What follows belongs to an exercise in optimizing a design on an open flow for small area; a production flow would make more cautious choices. Only simulation tests tie the RTL to the original design; equivalence was not proved. No activity file was given, so power comes from the tool's default toggle rates.

==> 08-16: inputs <==
==> flow/design.v <==
typedef struct packed {
    logic [7:0] port0_count;
    logic [7:0] port1_count;
    logic [7:0] port2_count;
} config_t;
module axi_stream_router (
    input  logic         clk,
    input  logic         rst,
    input  logic         s_tvalid,
    input  logic [21:0]   s_tdata,
    output logic         s_tready,
    input  logic         config_tvalid,
    input  logic [23:0] config_tdata,  
    output logic         config_tready,
    output logic         m0_tvalid,
    output logic [21:0]   m0_tdata,
    input  logic         m0_tready,
    output logic         m1_tvalid,
    output logic [21:0]   m1_tdata,
    input  logic         m1_tready,
    output logic         m2_tvalid,
    output logic [21:0]   m2_tdata,
    input  logic         m2_tready
);
    typedef enum logic [2:0] {
        IDLE, CONFIG_READ, ROUTE_M0, ROUTE_M1, ROUTE_M2, DONE
    } state_t;
    state_t pre_state, next_state;
    config_t config_struct;
    logic [7:0] config_data[0:2];  
    logic [7:0] count0, count1, count2;
    logic flag;
    always_ff @(posedge clk or posedge rst) begin
        if (rst)
            pre_state <= IDLE;
        else
            pre_state <= next_state;
    end
    always_comb begin
        case (pre_state)
            IDLE:
                next_state = CONFIG_READ;
            CONFIG_READ:
                    if(config_tvalid && config_tready) next_state = ROUTE_M0;
                    else next_state = CONFIG_READ;
            ROUTE_M0:
                next_state = ((count0 == config_struct.port0_count) && m0_tvalid && m0_tready) ? ROUTE_M1 : ROUTE_M0;
            ROUTE_M1:
                next_state = ((count1 == config_struct.port1_count) && m1_tvalid && m1_tready) ? ROUTE_M2 : ROUTE_M1;
            ROUTE_M2:
                next_state = ((count2 == config_struct.port2_count) && m2_tvalid && m2_tready) ? DONE : ROUTE_M2;
            DONE:
                next_state = IDLE;
            default:
                next_state = IDLE;
        endcase
    end
    always_ff @(posedge clk or posedge rst) begin
        if (rst) begin
            m0_tdata <= 0;
            m1_tdata <= 0;
            m2_tdata <= 0;
            m0_tvalid<=0;
            m1_tvalid<=0;
            m2_tvalid<=0;
            count0 <= 0;
            count1 <= 0;
            count2 <= 0;
            config_struct<=0;
        end else  begin
            case (pre_state)
                IDLE: begin
                   m0_tdata <= 0;
                   m1_tdata <= 0;
                   m2_tdata <= 0;
                   m0_tvalid<=0;
                   m1_tvalid<=0;
                   m2_tvalid<=0;
                   count0 <= 0;
                   count1 <= 0;
                   count2 <= 0;
                   flag <= 0;
                end
                CONFIG_READ: begin
                     config_struct<=config_tdata;
                  end
                ROUTE_M0: begin
                    m1_tvalid<=0;
                    m2_tvalid<=0;
                    if(s_tvalid && s_tready && m0_tready) begin   
                        m0_tdata <= s_tdata;
                        m0_tvalid <= s_tvalid;
                        count0 <= count0+1'b1;
                    end
                    else begin
                        m0_tdata <=  m0_tdata;
                        m0_tvalid <= 1'b0;
                       count0 <= count0;
                    end
                end 
                ROUTE_M1: begin
                    m0_tvalid<=0;
                    m2_tvalid<=0;
                 if(s_tvalid && s_tready && m1_tready) begin
                        m1_tdata <= s_tdata;
                        m1_tvalid <= s_tvalid;
                        count1 <= count1+1'b1;
                    end
                    else begin
                        m1_tdata <=  m1_tdata;
                        m1_tvalid <= 1'b0;
                        count1 <= count1;
                    end
                  end
                ROUTE_M2: begin
                   m0_tvalid<=0;
                    m1_tvalid<=0;
                    if(s_tvalid && s_tready && m2_tready) begin
                        m2_tdata <= s_tdata;
                        m2_tvalid <= s_tvalid;
                       count2 <= count2+1'b1;
                    end
                    else begin
                        m2_tdata <=  m2_tdata;
                        m2_tvalid <= 1'b0;
                       count2 <= count2;
                    end
                end 
                DONE: begin
                   m0_tdata <= 0;
                   m1_tdata <= 0;
                   m2_tdata <= 0;
                   m0_tvalid<=0;
                   m1_tvalid<=0;
                   m2_tvalid<=0;
                end
           default: begin
                    m0_tdata <= 0;
                    m1_tdata <= 0;
                    m2_tdata <= 0;
                end
            endcase
        end
    end
    always_comb begin
            case(pre_state)
                IDLE: begin
                    s_tready = 1'b0;
                    config_tready = 1'b0;
                end
                CONFIG_READ: begin
                    s_tready = 1'b0;
                    config_tready = 1'b1;
                end
                ROUTE_M0: begin
                    s_tready = 1'b1;
                    config_tready = 1'b0;
                end 
                ROUTE_M1: begin
                    s_tready = 1'b1;
                    config_tready = 1'b0;
                end
                ROUTE_M2: begin
                    s_tready = 1'b1;
                    config_tready = 1'b0;
                end 
                DONE: begin
                    s_tready = 1'b0;
                    config_tready = 1'b0;
                end
           default: begin
                    s_tready = 1'b0;
                    config_tready = 1'b0;
                end  
           endcase
    end
endmodule
==> flow/run.sh <==
#!/bin/bash
# synth_recipe.tcl (not shown) runs the flow's synth.tcl, then flattens the netlist and writes it again
# the make line also repeats each setting of config.mk as NAME=value (left out here)
make -C /OpenROAD-flow-scripts/flow DESIGN_CONFIG=/design/flow/config.mk WORK_HOME=/design/flow/orfs CLKGATE_MAP_FILE= SYNTH_SCRIPT=/design/flow/synth_recipe.tcl finish
==> flow/config.mk <==
export PLATFORM = sky130hd
export DESIGN_NAME = axi_stream_router
export DESIGN_NICKNAME = axi_stream_router
export VERILOG_FILES = /design/flow/design.v
export SDC_FILE = /design/flow/constraint.sdc
export NUM_CORES = 4
export LEC_CHECK = 0
export CAP_MARGIN = 20
export CORE_MARGIN = 2
export CORE_UTILIZATION = 40
export PLACE_DENSITY = 0.6
export SLEW_MARGIN = 20
==> flow/constraint.sdc <==
create_clock -name core_clock -period 4.0 [get_ports {clk}]
set_input_delay 0.8000 -clock core_clock [delete_from_list [all_inputs] [get_ports {clk}]]
set_output_delay 0.8000 -clock core_clock [all_outputs]
set_load 0.01 [all_outputs]
==> inputs of 07-20, as changes to 08-16 <==
==> flow/design.v, changed modules only <==
module axi_stream_router (
    input  logic         clk,
    input  logic         rst,
    input  logic         s_tvalid,
    input  logic [21:0]  s_tdata,
    output logic         s_tready,
    input  logic         config_tvalid,
    input  logic [23:0]  config_tdata,
    output logic         config_tready,
    output logic         m0_tvalid,
    output logic [21:0]  m0_tdata,
    input  logic         m0_tready,
    output logic         m1_tvalid,
    output logic [21:0]  m1_tdata,
    input  logic         m1_tready,
    output logic         m2_tvalid,
    output logic [21:0]  m2_tdata,
    input  logic         m2_tready
);
    logic [2:0]  ph;
    logic [21:0] data;
    logic [7:0]  rem;      
    logic [7:0]  cnt1, cnt2;
    wire st_idle   = ~ph[2] & ~ph[0];
    wire st_config =  ph[0] & ~ph[1];
    wire st_r0     =  ph[1] & ~ph[2];
    wire st_r1     =  ph[2] &  ph[0];
    wire st_r2     =  ph[1] & ~ph[0];
    wire st_done   =  ph[2] & ~ph[1];
    assign s_tready      = ph[1];
    assign config_tready = st_config;
    wire cap0 = st_r0 & s_tvalid & m0_tready;
    wire cap1 = st_r1 & s_tvalid & m1_tready;
    wire cap2 = st_r2 & s_tvalid & m2_tready;
    wire cap  = cap0 | cap1 | cap2;
    wire zero = (rem == 8'd0);
    wire fin  = zero & ((st_r0 & m0_tvalid & m0_tready) |
                        (st_r1 & m1_tvalid & m1_tready) |
                        (st_r2 & m2_tvalid & m2_tready));
    wire adv = st_idle | st_done | (st_config & config_tvalid) | fin;
    always_ff @(posedge clk or posedge rst) begin
        if (rst) begin
            ph        <= 3'b000;
            m0_tvalid <= 1'b0;
            m1_tvalid <= 1'b0;
            m2_tvalid <= 1'b0;
        end else begin
            if (adv) ph <= {ph[1], ph[0], ~ph[2]};
            m0_tvalid <= cap0;
            m1_tvalid <= cap1;
            m2_tvalid <= cap2;
        end
    end
    always_ff @(posedge clk) begin
        data <= s_tdata;
        if (!ph[1]) begin
            rem  <= config_tdata[23:16];
            cnt1 <= config_tdata[15:8];
            cnt2 <= config_tdata[7:0];
        end else if (fin) begin
            rem  <= cnt1;
            cnt1 <= cnt2;
        end else begin
            rem  <= rem - {7'd0, cap};
        end
    end
    assign m0_tdata = data;
    assign m1_tdata = data;
    assign m2_tdata = data;
endmodule
==> comparison <==
Against 08-16, the critical path depth of 07-20 is lower by 1. Register-to-register slack: 08-16 is higher than 07-20 (0.19 ns). Against 08-16, the synthesized cell count of 07-20 is lower by about 55%. Sequential power: 07-20 is smaller than 08-16 (70%). In 08-16 the cell count is larger than in 07-20, by 110%. In clock power, 08-16 is at 4.5 times the value of 07-20. Worst setup slack: 08-16 is lower than 07-20 (0.53 ns). First-iteration DRC count: 07-20 is smaller than 08-16 (about 90%).

## re-timing with driven ports
The results above use ideal ports. As a check the final layouts listed here were re-extracted and re-timed, cells and wires unchanged.
Step 1 sets driving cells, clkbuf_16 on the clock port and buf_2 on the other inputs (assumed; they add their load-dependent delay and slew).
Step 2 adds t to the input delays and takes it off the output delays; t is the mean of the earliest and latest rising clock arrival at the registers after step 1. Input paths then give back, and output paths get back, about the clock's delay inside the block.
Three values: no drivers, after step 1, after step 2; two values: the first two.
run | t (ns) | setup slack, ns | worst setup path at the end | slew at the worst register clock pin (ns) | pins driven straight from the clock port
08-16 | 0.451 | 0.772 / 0.734 / 0.907 | input to register | 0.05 / 0.05 | 1
07-20 | 0.320 | 1.300 / 1.276 / 1.075 | input to register | 0.09 / 0.09 | 1
After both steps every run listed still meets setup and hold. The setup slack of 07-20, which loses most, moves by -0.024 ns with the drivers and by -0.225 ns with both steps.
